Source: an optimization exercise on an open RTL-to-GDS flow (aim: small area, a short achievable clock period and few clock cycles per item). Production flows keep margins and buffers that such runs may drop. Function was not checked in any run shown here: the RTL went through the layout flow alone. Power and IR drop assume default switching activity.

**flow/design.v**
```verilog
module mod_cu (
	input clk,
	input reset,
	input fit1,
	input fit3,
	input last,
	output reg busy,
	output reg p1
);
always @(posedge clk) begin
	if (reset) begin
		busy <= 1'b1;
		p1 <= 1'b1;
	end else if (busy) begin
		if (!(p1 & fit1)) begin
			p1 <= 1'b0;
			if (last)
				busy <= 1'b0;
		end
	end
end
endmodule
module mod_dp (
	input clk,
	input reset,
	input [31:0] A,
	input [31:0] B,
	input busy,
	input p1,
	output fit1,
	output fit3,
	output last,
	output [31:0] R
);
	reg [31:0] r, d;
	reg [4:0] cnt;
	wire [7:0] gq, gs;
	wire [31:0] s;
	genvar i;
	generate
		for (i = 0; i < 8; i = i + 1) begin : g_q
			assign gq[i] = |A[4*i+3:4*i];
			if (i == 7) begin : g_top
				assign gs[i] = 1'b0;
			end else begin : g_low
				assign gs[i] = |gq[7:i+1];
			end
		end
		for (i = 0; i < 32; i = i + 1) begin : g_s
			assign s[i] = |A[4*(i/4)+3:i] | gs[i/4];
		end
	endgenerate
	reg f1, f3;
	wire b1 = ~B[31] & ~|(B[30:0] & ~s[31:1]);
	wire b3 = ~|B[31:29] & ~|(B[28:0] & ~s[31:3]);
	wire d2 = ~|d[31:30] & ~|(d[29:0] & ~s[31:2]);
	wire d4 = ~|d[31:28] & ~|(d[27:0] & ~s[31:4]);
	wire d6 = ~|d[31:26] & ~|(d[25:0] & ~s[31:6]);
	assign fit1 = f1;
	assign fit3 = f3;
	assign last = (cnt == 5'd0);
	wire [31:0] diff;
	wire ge;
	mod_sub_bk sub(.x(r), .y(d), .d(diff), .ge(ge));
	wire sh3 = p1 & fit3;
	wire sh1 = p1 & fit1;
	wire sel_b = reset;
	wire sel_3 = ~reset & sh3;
	wire sel_1 = ~reset & sh1 & ~fit3;
	wire sel_r = ~reset & ~sh1;
	always @(posedge clk) begin
		f3 <= (sel_b & b3) | (sel_3 & d6) | (sel_1 & d4);
		f1 <= (sel_b & b1) | (sel_3 & d4) | (sel_1 & d2);
		d <= ({32{sel_b}} & B)
		   | ({32{sel_3}} & {d[28:0], 3'b000})
		   | ({32{sel_1}} & {d[30:0], 1'b0})
		   | ({32{sel_r}} & {1'b0, d[31:1]});
		cnt <= ({5{sel_3}} & (cnt + 5'd3))
		     | ({5{sel_1}} & (cnt + 5'd1))
		     | ({5{sel_r}} & (cnt - 5'd1));
	end
	always @(posedge clk) begin
		if (reset)
			r <= A;
		else if (busy & ~sh1 & ge)
			r <= diff;
	end
	assign R = r;
endmodule
module mod_sub_bk (
	input [31:0] x,
	input [31:0] y,
	output [31:0] d,
	output ge
);
	wire [31:0] p0 = x ^ ~y;
	wire [31:0] g0 = x & ~y;
	wire c0_g = g0[0] | p0[0];
	wire u0_g1 = g0[1] | (p0[1] & c0_g);
	wire u0_p1 = p0[1] & p0[0];
	wire u0_g3 = g0[3] | (p0[3] & g0[2]);
	wire u0_p3 = p0[3] & p0[2];
	wire u0_g5 = g0[5] | (p0[5] & g0[4]);
	wire u0_p5 = p0[5] & p0[4];
	wire u0_g7 = g0[7] | (p0[7] & g0[6]);
	wire u0_p7 = p0[7] & p0[6];
	wire u0_g9 = g0[9] | (p0[9] & g0[8]);
	wire u0_p9 = p0[9] & p0[8];
	wire u0_g11 = g0[11] | (p0[11] & g0[10]);
	wire u0_p11 = p0[11] & p0[10];
	wire u0_g13 = g0[13] | (p0[13] & g0[12]);
	wire u0_p13 = p0[13] & p0[12];
	wire u0_g15 = g0[15] | (p0[15] & g0[14]);
	wire u0_p15 = p0[15] & p0[14];
	wire u0_g17 = g0[17] | (p0[17] & g0[16]);
	wire u0_p17 = p0[17] & p0[16];
	wire u0_g19 = g0[19] | (p0[19] & g0[18]);
	wire u0_p19 = p0[19] & p0[18];
	wire u0_g21 = g0[21] | (p0[21] & g0[20]);
	wire u0_p21 = p0[21] & p0[20];
	wire u0_g23 = g0[23] | (p0[23] & g0[22]);
	wire u0_p23 = p0[23] & p0[22];
	wire u0_g25 = g0[25] | (p0[25] & g0[24]);
	wire u0_p25 = p0[25] & p0[24];
	wire u0_g27 = g0[27] | (p0[27] & g0[26]);
	wire u0_p27 = p0[27] & p0[26];
	wire u0_g29 = g0[29] | (p0[29] & g0[28]);
	wire u0_p29 = p0[29] & p0[28];
	wire u0_g31 = g0[31] | (p0[31] & g0[30]);
	wire u0_p31 = p0[31] & p0[30];
	wire u1_g3 = u0_g3 | (u0_p3 & u0_g1);
	wire u1_p3 = u0_p3 & u0_p1;
	wire u1_g7 = u0_g7 | (u0_p7 & u0_g5);
	wire u1_p7 = u0_p7 & u0_p5;
	wire u1_g11 = u0_g11 | (u0_p11 & u0_g9);
	wire u1_p11 = u0_p11 & u0_p9;
	wire u1_g15 = u0_g15 | (u0_p15 & u0_g13);
	wire u1_p15 = u0_p15 & u0_p13;
	wire u1_g19 = u0_g19 | (u0_p19 & u0_g17);
	wire u1_p19 = u0_p19 & u0_p17;
	wire u1_g23 = u0_g23 | (u0_p23 & u0_g21);
	wire u1_p23 = u0_p23 & u0_p21;
	wire u1_g27 = u0_g27 | (u0_p27 & u0_g25);
	wire u1_p27 = u0_p27 & u0_p25;
	wire u1_g31 = u0_g31 | (u0_p31 & u0_g29);
	wire u1_p31 = u0_p31 & u0_p29;
	wire u2_g7 = u1_g7 | (u1_p7 & u1_g3);
	wire u2_p7 = u1_p7 & u1_p3;
	wire u2_g15 = u1_g15 | (u1_p15 & u1_g11);
	wire u2_p15 = u1_p15 & u1_p11;
	wire u2_g23 = u1_g23 | (u1_p23 & u1_g19);
	wire u2_p23 = u1_p23 & u1_p19;
	wire u2_g31 = u1_g31 | (u1_p31 & u1_g27);
	wire u2_p31 = u1_p31 & u1_p27;
	wire u3_g15 = u2_g15 | (u2_p15 & u2_g7);
	wire u3_p15 = u2_p15 & u2_p7;
	wire u3_g31 = u2_g31 | (u2_p31 & u2_g23);
	wire u3_p31 = u2_p31 & u2_p23;
	wire u4_g31 = u3_g31 | (u3_p31 & u3_g15);
	wire u4_p31 = u3_p31 & u3_p15;
	wire v3_g23 = u2_g23 | (u2_p23 & u3_g15);
	wire v3_p23 = u2_p23 & u3_p15;
	wire v2_g11 = u1_g11 | (u1_p11 & u2_g7);
	wire v2_p11 = u1_p11 & u2_p7;
	wire v2_g19 = u1_g19 | (u1_p19 & u3_g15);
	wire v2_p19 = u1_p19 & u3_p15;
	wire v2_g27 = u1_g27 | (u1_p27 & v3_g23);
	wire v2_p27 = u1_p27 & v3_p23;
	wire v1_g5 = u0_g5 | (u0_p5 & u1_g3);
	wire v1_p5 = u0_p5 & u1_p3;
	wire v1_g9 = u0_g9 | (u0_p9 & u2_g7);
	wire v1_p9 = u0_p9 & u2_p7;
	wire v1_g13 = u0_g13 | (u0_p13 & v2_g11);
	wire v1_p13 = u0_p13 & v2_p11;
	wire v1_g17 = u0_g17 | (u0_p17 & u3_g15);
	wire v1_p17 = u0_p17 & u3_p15;
	wire v1_g21 = u0_g21 | (u0_p21 & v2_g19);
	wire v1_p21 = u0_p21 & v2_p19;
	wire v1_g25 = u0_g25 | (u0_p25 & v3_g23);
	wire v1_p25 = u0_p25 & v3_p23;
	wire v1_g29 = u0_g29 | (u0_p29 & v2_g27);
	wire v1_p29 = u0_p29 & v2_p27;
	wire v0_g2 = g0[2] | (p0[2] & u0_g1);
	wire v0_p2 = p0[2] & u0_p1;
	wire v0_g4 = g0[4] | (p0[4] & u1_g3);
	wire v0_p4 = p0[4] & u1_p3;
	wire v0_g6 = g0[6] | (p0[6] & v1_g5);
	wire v0_p6 = p0[6] & v1_p5;
	wire v0_g8 = g0[8] | (p0[8] & u2_g7);
	wire v0_p8 = p0[8] & u2_p7;
	wire v0_g10 = g0[10] | (p0[10] & v1_g9);
	wire v0_p10 = p0[10] & v1_p9;
	wire v0_g12 = g0[12] | (p0[12] & v2_g11);
	wire v0_p12 = p0[12] & v2_p11;
	wire v0_g14 = g0[14] | (p0[14] & v1_g13);
	wire v0_p14 = p0[14] & v1_p13;
	wire v0_g16 = g0[16] | (p0[16] & u3_g15);
	wire v0_p16 = p0[16] & u3_p15;
	wire v0_g18 = g0[18] | (p0[18] & v1_g17);
	wire v0_p18 = p0[18] & v1_p17;
	wire v0_g20 = g0[20] | (p0[20] & v2_g19);
	wire v0_p20 = p0[20] & v2_p19;
	wire v0_g22 = g0[22] | (p0[22] & v1_g21);
	wire v0_p22 = p0[22] & v1_p21;
	wire v0_g24 = g0[24] | (p0[24] & v3_g23);
	wire v0_p24 = p0[24] & v3_p23;
	wire v0_g26 = g0[26] | (p0[26] & v1_g25);
	wire v0_p26 = p0[26] & v1_p25;
	wire v0_g28 = g0[28] | (p0[28] & v2_g27);
	wire v0_p28 = p0[28] & v2_p27;
	wire v0_g30 = g0[30] | (p0[30] & v1_g29);
	wire v0_p30 = p0[30] & v1_p29;
	wire [31:0] gc = {u4_g31, v0_g30, v1_g29, v0_g28, v2_g27, v0_g26, v1_g25, v0_g24, v3_g23, v0_g22, v1_g21, v0_g20, v2_g19, v0_g18, v1_g17, v0_g16, u3_g15, v0_g14, v1_g13, v0_g12, v2_g11, v0_g10, v1_g9, v0_g8, u2_g7, v0_g6, v1_g5, v0_g4, u1_g3, v0_g2, u0_g1, c0_g};
	assign d = p0 ^ {gc[30:0], 1'b1};
	assign ge = gc[31];
endmodule
module mod(
	input [31:0] A,
	input [31:0] B,
	input clk,
	input reset,
	output [31:0] Result,
	output done
);
	wire busy, p1, fit1, fit3, ge, last;
	mod_cu io(.clk(clk), .reset(reset), .fit1(fit1), .fit3(fit3), .last(last),
	          .busy(busy), .p1(p1));
	mod_dp i1(.clk(clk), .reset(reset), .A(A), .B(B), .busy(busy), .p1(p1),
	          .fit1(fit1), .fit3(fit3), .last(last), .R(Result));
	assign done = ~busy;
endmodule
```
**flow/flow/run.sh**
```bash
#!/bin/bash
# The standard layout, with the smallest buffer on each port instead of the
# delay cell buffer_ports picks by default.
set -euo pipefail
export BUFFER_PORTS_ARGS="-buffer_cell sky130_fd_sc_hd__buf_1"
bash standard.sh finish > standard.log 2>&1
```
**flow/standard.sh**
```bash
#!/bin/bash
# synth_recipe.tcl (not shown) runs the flow's synth.tcl, then flattens the netlist and writes it again
# the make line also repeats each setting of config.mk as NAME=value (left out here)
make -C /OpenROAD-flow-scripts/flow DESIGN_CONFIG=/design/flow/config.mk WORK_HOME=/design/flow/orfs CLKGATE_MAP_FILE= SYNTH_SCRIPT=/design/flow/synth_recipe.tcl "${@:-finish}"
```
**flow/config.mk**
```make
export PLATFORM = sky130hd
export DESIGN_NAME = mod
export DESIGN_NICKNAME = mod
export VERILOG_FILES = /design/flow/design.v
export SDC_FILE = /design/flow/constraint.sdc
export NUM_CORES = 4
export LEC_CHECK = 0
export CAP_MARGIN = 20
export CORE_MARGIN = 2
export CORE_UTILIZATION = 40
export CTS_BUF_LIST = sky130_fd_sc_hd__clkbuf_8
export SETUP_SLACK_MARGIN = 1.2
export SLEW_MARGIN = 20
export TNS_END_PERCENT = 0
```
**flow/constraint.sdc**
```tcl
create_clock -name core_clock -period 4.5 [get_ports {clk}]
set_input_delay 0.9000 -clock core_clock [delete_from_list [all_inputs] [get_ports {clk}]]
set_output_delay 0.9000 -clock core_clock [all_outputs]
set_load 0.01 [all_outputs]
```
==> summary.txt, run 1 <==
Wirelength per Cell: 18.2 µm
Yosys top cell by area: edfxtp_1
Post-synth top area share: 0.177
FILL cells: 1,324
Ys Warns: 2
Cell Area, Synth: 5440 µm²
Vias in the first global route: 5,262
Drt initial violations: 410
Synth area leaders: edfxtp_1 (18%), dfxtp_1 (15%), ha_1 (7.8%)
Routed WL: 16.5 mm
CP Class: register to register
Worst slew pin tran: 0.952 ns
Max stage delay on crit path: 0.52 ns
DP Wirelength: 12.3 mm
Top cells by count, synth: a21oi_1 (65), inv_1 (63), o21ai_0 (56), nand2_1 (55)
Critical Path Fanout Max: 3
Port Buffers: 98
TritonCTS Buffers: 9
Slew headroom: 0.365
Setup ws final: 0.863 ns
Die width: 121 µm
DRT antenna net count: 0
Number of flops mapped to enable cells by yosys: 32
IO Count: 99
Syn nets: 746
Antenna Cells: 0
#FFs+latches synth: 73
Worst-path clk slew: 0.07 ns
Pre-CTS setup slack: 0.641 ns
Layout Nets: 841
Avg Cell Area, Syn: 8.64 µm²
Seq/Total Area, Yosys: 0.327
Setup violations, final: 0
Worst EP required: 4.59 ns
Root Driver: clkbuf_8
Unrepaired setup endpoints after global routing: yes
Clock latency (worst-skew pair): 0.37 ns
RD Place Congestion: 0.883
Design area: 6210 µm²
Final Cycle Share: 0.808
Power Total: 3.51 mW
Synth Flop Type: dfxtp_1
Yosys cell types: 61
TritonCTS clock tree: done
Placed cell areas: 5990 µm²
Cell mode on critical path: o31a_1
Status: complete, no violations
Layout Cells excl Fill: 905
DRC: 0
Critical path cell sequence: inv_1 > ha_1 > fa_2 > nor2b_2 > or3_4 > a21oi_2 > o31a_1 > o31a_1 > o31a_1 > o31a_1 > o21a_1 > fa_2 > o21ai_0
Initial antenna violation count: 0
Largest net degree at the start of global routing: 85
Setup TNS: 0 ns
Slowest CP cell: fa_2
Fmax: 275 MHz
Peak supply drop: 0.000339 V
Power Dens Cells: 565 nW/µm²
Fin. max-slew vios: 0
Final hold violations: 0
Async set-reset flop share out of synthesis: 0
CTS Hold Buffers Added: 0
Total track usage: 0.230
Starting density of the core: 0.411
DR vias/cell: 5.91
Worst clock skew: 0.00887 ns
Total grt overflow: 0
Total iterations of the first detailed-routing run: 5
Global-route wire length before repair: 26.4 mm
Leak Pwr: 2.46 nW
Vias after detailed routing: 5,352
Core Area: 13,200 µm²
CTS max path bufs: 2
Worst path arrival time: 3.73 ns
Hold crit path type: register to register
Placed Cells incl. Taps: 885
Synth Instances: 630
CP endpoint kind: register
Die area: 14,600 µm²
CTS HTree Levels: 3
Num Clock Sinks: 73
Max-Cap Viols: 0
Top-count cell post-synth: a21oi_1
Crit path launch type: register
Minimum clock period: 3.64 ns
Vert. Die Dim: 121 µm
Row cnt: 42
Share of cells above drive strength 1: 0.0686
Synth-to-Final Area Change: 14.1%
kinds of logic (layout without fill, tap and decap cells):
kind of cell             count (synthesis)  after routing  share of synthesized area
adder cells (fa/ha/maj)                 50             50                      0.137
AO/OA/AOI/OAI                          249            249                      0.300
flip-flops                              73             73                      0.327
AND/OR/NAND/NOR                        144            144                      0.126
buffers and inverters                   89            188                     0.0644
XOR/XNOR                                16             16                     0.0257
multiplexers                             9              9                     0.0186
worst paths after layout:
| kind | from | endpoint | slack (ns) | depth (start not counted) |
|---|---|---|---|---|
| worst max-delay path | i1.r[0]$_DFFE_PP_ | i1.r[30]$_DFFE_PP_ | 0.86 | 13 |
| worst min-delay path | io.busy$_SDFF_PP1_ | io.busy$_SDFF_PP1_ | 0.49 | 2 |
| worst max register to register | i1.r[0]$_DFFE_PP_ | i1.r[30]$_DFFE_PP_ | 0.86 | 13 |
| worst min register to register | io.busy$_SDFF_PP1_ | io.busy$_SDFF_PP1_ | 0.49 | 2 |
cells in the final DEF (no fill, tap or decap), types with 3 or more instances in the layout:
master / Yosys / routed
a2111oi_0: 4 / 4
a211oi_1: 7 / 7
a21o_1: 14 / 14
a21oi_1: 65 / 64
a221o_1: 3 / 3
a222oi_1: 3 / 3
a22oi_1: 28 / 28
buf_1: 0 / 97
buf_4: 0 / 11
clkbuf_8: 0 / 11
dfxtp_1: 41 / 40
edfxtp_1: 32 / 32
fa_1: 16 / 14
ha_1: 34 / 34
inv_1: 63 / 67
mux2_2: 9 / 9
nand2_1: 55 / 55
nand2b_1: 6 / 6
nand3_1: 3 / 3
nor2_1: 41 / 41
nor2b_1: 5 / 4
nor3_1: 9 / 8
nor4_1: 7 / 7
o2111ai_1: 3 / 3
o211ai_1: 17 / 17
o21ai_0: 56 / 55
o221ai_1: 17 / 17
o22ai_1: 5 / 5
o31a_1: 4 / 4
or3_1: 4 / 3
xnor2_1: 10 / 10
xor2_1: 6 / 6
layout make-up:
type                            instances  area [µm²]  share of cell area
Clock buffer                           11         151              0.0244
Sequential cell                        73        1780               0.287
Clock inverter                          4        15.0             0.00242
Multi-Input combinational cell        468        3340               0.538
Tap cell                              176         220              0.0354
Inverter                               63         236              0.0381
Timing Repair Buffer                  110         463              0.0745
registers in the layout (all words and copies together) (netlist names):
name and cells:
i1.d 32, i1.r 32, i1.cnt 5, i1.f1 1, i1.f3 1, io.busy 1
io.p1 1
per-stage QoR:
stage,hold slack [ns],utilization
2_1_floorplan,0.439,-
3_3_place_gp,0.462,0.452
3_5_place_dp,0.471,0.452
4_1_cts,0.487,0.467
5_1_grt,0.527,0.469
6_report,0.488,0.469
layer usage:
layer  track usage  up-vias  share of wire
li1              -     2533              -
met1         0.297     2559           0.43
met2         0.383      229           0.48
met3        0.0524       31          0.074
met4        0.0727        0          0.018
met5             0        -              0
worst max-delay path, delay by kind of cell (launching register included):
kind | cells | cell delay [ns]
flip-flops | 1 | 0.37
AO/OA/AOI/OAI | 7 | 1.58
AND/OR/NAND/NOR | 2 | 0.27
adder cells (fa/ha/maj) | 3 | 1.08
buffers and inverters | 1 | 0.05
power by group:
| part | internal (mW) | switching, mW | total (mW) |
|---|---|---|---|
| combinational | 0.816 | 0.996 | 1.81 |
| clock | 0.220 | 0.253 | 0.473 |
| sequential | 1.01 | 0.216 | 1.22 |
| total | 2.04 | 1.46 | 3.51 |
repair_timing:
action	CTS	global route
pin swaps	6	4
endpoints found under the setup margin	44	50
setup buffers	3	2
gates resized for setup	4	3
==> run 2, diff against run 1 <==
--- a/flow/design.v
+++ b/flow/design.v
@@ -33,34 +33,19 @@
 	output [31:0] R
 );
-	reg [31:0] r, d;
+	reg [31:0] r, dn;
 	reg [4:0] cnt;
-	wire [7:0] gq, gs;
 	wire [31:0] s;
 	genvar i;
 	generate
-		for (i = 0; i < 8; i = i + 1) begin : g_q
-			assign gq[i] = |A[4*i+3:4*i];
-			if (i == 7) begin : g_top
-				assign gs[i] = 1'b0;
-			end else begin : g_low
-				assign gs[i] = |gq[7:i+1];
-			end
-		end
 		for (i = 0; i < 32; i = i + 1) begin : g_s
-			assign s[i] = |A[4*(i/4)+3:i] | gs[i/4];
+			assign s[i] = |r[31:i];
 		end
 	endgenerate
-	reg f1, f3;
-	wire b1 = ~B[31] & ~|(B[30:0] & ~s[31:1]);
-	wire b3 = ~|B[31:29] & ~|(B[28:0] & ~s[31:3]);
-	wire d2 = ~|d[31:30] & ~|(d[29:0] & ~s[31:2]);
-	wire d4 = ~|d[31:28] & ~|(d[27:0] & ~s[31:4]);
-	wire d6 = ~|d[31:26] & ~|(d[25:0] & ~s[31:6]);
-	assign fit1 = f1;
-	assign fit3 = f3;
+	assign fit1 = dn[31] & &(dn[30:0] | s[31:1]);
+	assign fit3 = &dn[31:29] & &(dn[28:0] | s[31:3]);
 	assign last = (cnt == 5'd0);
 	wire [31:0] diff;
 	wire ge;
-	mod_sub_bk sub(.x(r), .y(d), .d(diff), .ge(ge));
+	mod_sub_bk sub(.x(r), .yn(dn), .d(diff), .ge(ge));
 	wire sh3 = p1 & fit3;
 	wire sh1 = p1 & fit1;
@@ -70,10 +55,8 @@
 	wire sel_r = ~reset & ~sh1;
 	always @(posedge clk) begin
-		f3 <= (sel_b & b3) | (sel_3 & d6) | (sel_1 & d4);
-		f1 <= (sel_b & b1) | (sel_3 & d4) | (sel_1 & d2);
-		d <= ({32{sel_b}} & B)
-		   | ({32{sel_3}} & {d[28:0], 3'b000})
-		   | ({32{sel_1}} & {d[30:0], 1'b0})
-		   | ({32{sel_r}} & {1'b0, d[31:1]});
+		dn <= ({32{sel_b}} & ~B)
+		    | ({32{sel_3}} & {dn[28:0], 3'b111})
+		    | ({32{sel_1}} & {dn[30:0], 1'b1})
+		    | ({32{sel_r}} & {1'b1, dn[31:1]});
 		cnt <= ({5{sel_3}} & (cnt + 5'd3))
 		     | ({5{sel_1}} & (cnt + 5'd1))
@@ -90,10 +73,10 @@
 module mod_sub_bk (
 	input [31:0] x,
-	input [31:0] y,
+	input [31:0] yn,
 	output [31:0] d,
 	output ge
 );
-	wire [31:0] p0 = x ^ ~y;
-	wire [31:0] g0 = x & ~y;
+	wire [31:0] p0 = x ^ yn;
+	wire [31:0] g0 = x & yn;
 	wire c0_g = g0[0] | p0[0];
 	wire u0_g1 = g0[1] | (p0[1] & c0_g);
==> summary.txt, run 2 <==
Worst clock skew: 0.0111 ns (was 0.00887 ns)
Power Dens Cells: 859 nW/µm² (was 565 nW/µm²)
RD Place Congestion: 0.815 (was 0.883)
Final core occ: 0.477 (was 0.469)
Slew headroom: 0.587 (was 0.365)
DRT antenna net count: 0 (unchanged)
Reg-to-reg setup timing slack: 1.15 ns (was 0.86 ns)
Clock share of power: 0.139 (was 0.135)
Cell Area, Synth: 5080 µm² (was 5440 µm²)
Worst slew pin tran: 0.614 ns (was 0.952 ns)
Antenna Cells: 0 (unchanged)
Critical path startpoint: i1.dn[0]$_DFF_P_ (was i1.r[0]$_DFFE_PP_)
Crit path launch type: register (unchanged)
CP endpoint kind: register (unchanged)
Ys Warns: 2 (unchanged)
Layout Nets: 753 (was 841)
Top Registers: i1.dn: 32 flops, i1.r: 32 flops, i1.cnt: 5 flops (was i1.d: 32 flops, i1.r: 32 flops, i1.cnt: 5 flops)
Num Clock Sinks: 71 (was 73)
TritonCTS Buffers: 9 (unchanged)
Global-route wire length before repair: 22.2 mm (was 26.4 mm)
Row cnt: 41 (was 42)
Yosys top cell by area: edfxtp_1 (unchanged)
Seq/Total Area, Yosys: 0.343 (was 0.327)
Pint: 2.82 mW (was 2.04 mW)
FILL cells: 1,248 (was 1,324)
Design area: 5970 µm² (was 6210 µm²)
Hold crit path type: register to register (unchanged)
Syn nets: 660 (was 746)
Pre-CTS setup slack: 0.804 ns (was 0.641 ns)
Fin. max-slew vios: 0 (unchanged)
Core Area: 12,500 µm² (was 13,200 µm²)
Clock latency (worst-skew pair): 0.36 ns (was 0.37 ns)
Die width: 117 µm (was 121 µm)
Most frequent cells in the layout: buf_1 (97), nand2_1 (70), o21ai_0 (39) (was buf_1 (97), inv_1 (67), a21oi_1 (64))
Max-Cap Viols: 0 (unchanged)
Worst EP required: 4.62 ns (was 4.59 ns)
CP Class: register to register (unchanged)
CTS Hold Buffers Added: 0 (unchanged)
Vias in the first global route: 4,274 (was 5,262)
Comb pwr share: 0.532 (was 0.517)
Layout Cells excl Fill: 814 (was 905)
Yosys cell types: 61 (unchanged)
Total iterations of the first detailed-routing run: 5 (unchanged)
IO Count: 99 (unchanged)
Total track usage: 0.208 (was 0.230)
CTS HTree Levels: 3 (unchanged)
Largest net degree at the start of global routing: 50 (was 85)
Post-synth top area share: 0.189 (was 0.177)
Drt initial violations: 372 (was 410)
Share of cells above drive strength 1: 0.0810 (was 0.0686)
Wirelength per Cell: 16.9 µm (was 18.2 µm)
Avg Cell Area, Syn: 9.34 µm² (was 8.64 µm²)
Vert. Die Dim: 117 µm (was 121 µm)
Die area: 13,600 µm² (was 14,600 µm²)
Starting density of the core: 0.406 (was 0.411)
Switch share: 0.451 (was 0.418)
Top-count cell post-synth: nand2_1 (was a21oi_1)
R2R depth: 13 (unchanged)
Synth area leaders: edfxtp_1 (19%), dfxtp_1 (15%), ha_1 (8.4%) (was edfxtp_1 (18%), dfxtp_1 (15%), ha_1 (7.8%))
Synth Flop Type: dfxtp_1 (unchanged)
Sw Pwr: 2.32 mW (was 1.46 mW)
Worst path arrival time: 3.46 ns (was 3.73 ns)
Leading cell type in the layout, fill and taps excluded: buf_1 (unchanged)
Setup TNS: 0 ns (unchanged)
Peak supply drop: 0.000367 V (was 0.000339 V)
Placed Cells incl. Taps: 795 (was 885)
Initial antenna violation count: 0 (unchanged)
Power Total: 5.13 mW (was 3.51 mW)
DRC: 0 (unchanged)
R2r startpoint: i1.dn[0]$_DFF_P_ (was i1.r[0]$_DFFE_PP_)
Vias after detailed routing: 4,602 (was 5,352)
Final hold violations: 0 (unchanged)
R2r endpoint: i1.r[30]$_DFFE_PP_ (unchanged)
Placed cell areas: 5630 µm² (was 5990 µm²)
Setup violations, final: 0 (unchanged)
Setup ws final: 1.15 ns (was 0.863 ns)
Async set-reset flop share out of synthesis: 0 (unchanged)
Status: complete, no violations (unchanged)
Critical Path Fanout Max: 4 (was 3)
Synth-to-Final Area Change: 17.6% (was 14.1%)
Final Cycle Share: 0.743 (was 0.808)
Number of flops mapped to enable cells by yosys: 32 (unchanged)
DP Wirelength: 9.92 mm (was 12.3 mm)
Hold_ws: 0.490 ns (was 0.488 ns)
Total grt overflow: 0 (unchanged)
Leak Pwr: 2.42 nW (was 2.46 nW)
Top cells by count, synth: nand2_1 (70), o21ai_0 (41), dfxtp_1 (39), inv_1 (37), ha_1 (34) (was a21oi_1 (65), inv_1 (63), o21ai_0 (56), nand2_1 (55))
Minimum clock period: 3.35 ns (was 3.64 ns)
CTS max path bufs: 2 (unchanged)
Routed WL: 13.8 mm (was 16.5 mm)
TritonCTS clock tree: done (unchanged)
Root Driver: clkbuf_8 (unchanged)
Port Buffers: 98 (unchanged)
Register share of total power: 0.329 (was 0.349)
Worst setup endpoint: i1.r[30]$_DFFE_PP_ (unchanged)
Fmax: 299 MHz (was 275 MHz)
Unrepaired setup endpoints after global routing: yes (unchanged)
#FFs+latches synth: 71 (was 73)
DR vias/cell: 5.65 (was 5.91)
Worst-path clk slew: 0.08 ns (was 0.07 ns)
Synth Instances: 544 (was 630)
run 2: cell types whose count changed in the layout (fill, tap and decap cells not counted), sizes merged, moves of 14 or more:
| cell | before | now |
|---|---|---|
| a21oi | 65 | 26 |
| inv | 67 | 38 |
| a22o | 1 | 28 |
| a22oi | 28 | 1 |
| a221o | 3 | 29 |
| nor2 | 41 | 25 |
| o21ai | 57 | 41 |
| nand2 | 55 | 70 |
| o221ai | 18 | 3 |
| o211ai | 17 | 3 |
run 2: worst min-delay path by stage:
stage	cells past startpoint	start	slack (ns)	to
finish	1	i1.cnt[0]$_DFF_P_	0.49	i1.cnt[0]$_DFF_P_
floorplan	1	i1.cnt[0]$_DFF_P_	0.44	i1.cnt[0]$_DFF_P_
global placement	1	i1.cnt[0]$_DFF_P_	0.46	i1.cnt[0]$_DFF_P_
CTS	1	i1.cnt[0]$_DFF_P_	0.49	i1.cnt[0]$_DFF_P_
global route	1	i1.cnt[0]$_DFF_P_	0.50	i1.cnt[0]$_DFF_P_
detailed placement	1	i1.cnt[0]$_DFF_P_	0.47	i1.cnt[0]$_DFF_P_
run 2: power groups by stage:
stage / Sequential, mW / Combinational [mW] / Clock [mW]
floorplan: 1.56 / 1.93 / 0
global placement: 1.68 / 2.55 / 0
detailed placement: 1.69 / 2.62 / 0
CTS: 1.68 / 2.74 / 0.723
global route: 1.75 / 3.14 / 0.747
finish: 1.69 / 2.73 / 0.714
run 2: kinds of logic (layout without fill, tap and decap cells):
family,count (synthesis),in the layout,synth area share
muxes,8,8,0.0177
AOI/OAI and AO/OA,184,184,0.270
adders and majority gates,50,50,0.147
buffers and inverters,62,160,0.0480
and+or+nand+nor,151,151,0.144
xor gates and xnor gates,18,18,0.0310
DFF,71,71,0.343
run 2: layout make-up:
cell class | instances | area, µm² | share of cell area
Clock buffer | 11 | 151 | 0.0253
Clock inverter | 5 | 126 | 0.0212
Inverter | 37 | 139 | 0.0232
Multi-Input combinational cell | 411 | 3150 | 0.527
Sequential cell | 71 | 1740 | 0.292
Tap cell | 172 | 215 | 0.0360
Timing Repair Buffer | 107 | 452 | 0.0756
run 2: critical path: stages (launching register included):
cell and delay, ns:
dfxtp_2 0.36, inv_1 0.06, ha_1 0.17, inv_1 0.06
fa_2 0.19, a21o_1 0.13, nand4_1 0.11, a21boi_2 0.26
a2111oi_4 0.12, o31a_1 0.32, or4_4 0.46, a21oi_4 0.18
fa_1 0.42, mux2_2 0.26
run 2: layer usage:
metal | GRT usage | vias up | wire length [µm]
li1 | - | 2244 | -
met1 | 0.310 | 2190 | 6580
met2 | 0.320 | 159 | 6160
met3 | 0.0259 | 9 | 877
met4 | 0.0541 | 0 | 140
met5 | 0 | - | 0
run 2: timing repair:
action | 4_1_cts | 5_1_grt
buffers inserted | 2 | 1
pin swaps | 6 | 2
cloned | 0 | 0
endpoints found under the setup margin | 44 | 44
resized for setup | 9 | 0

==> separate check: timing with driven ports <==
How much do the figures lean on ideal ports? The routed layouts below were timed once more, with nothing changed but the port constraints.
Step 1 (the two cells are an assumption about what drives the block):
set clk [get_ports {clk}]
set_driving_cell -lib_cell sky130_fd_sc_hd__clkbuf_16 $clk
set_driving_cell -lib_cell sky130_fd_sc_hd__buf_2 [delete_from_list [all_inputs] $clk]
Step 2, shift: input delay + t, output delay - t, t = (earliest + latest rising clock arrival at the registers) / 2. This alone moves slack from input paths to output paths.
Three values: ideal, step 1, step 2; two values: the first two.
run | t, ns | setup WS [ns] | worst register clock-pin slew, ns | worst slew at a driven data input, ns
run 1 | 0.402 | 0.863 / 0.863 / 0.620 | 0.08 / 0.08 | 0.04
run 2 | 0.388 | 1.154 / 1.154 / 1.154 | 0.08 / 0.08 | 0.03
After both steps every run listed still meets setup and hold. For run 1, which loses most, drivers alone change the setup slack by 0.000 ns; drivers and shift together by -0.243 ns.
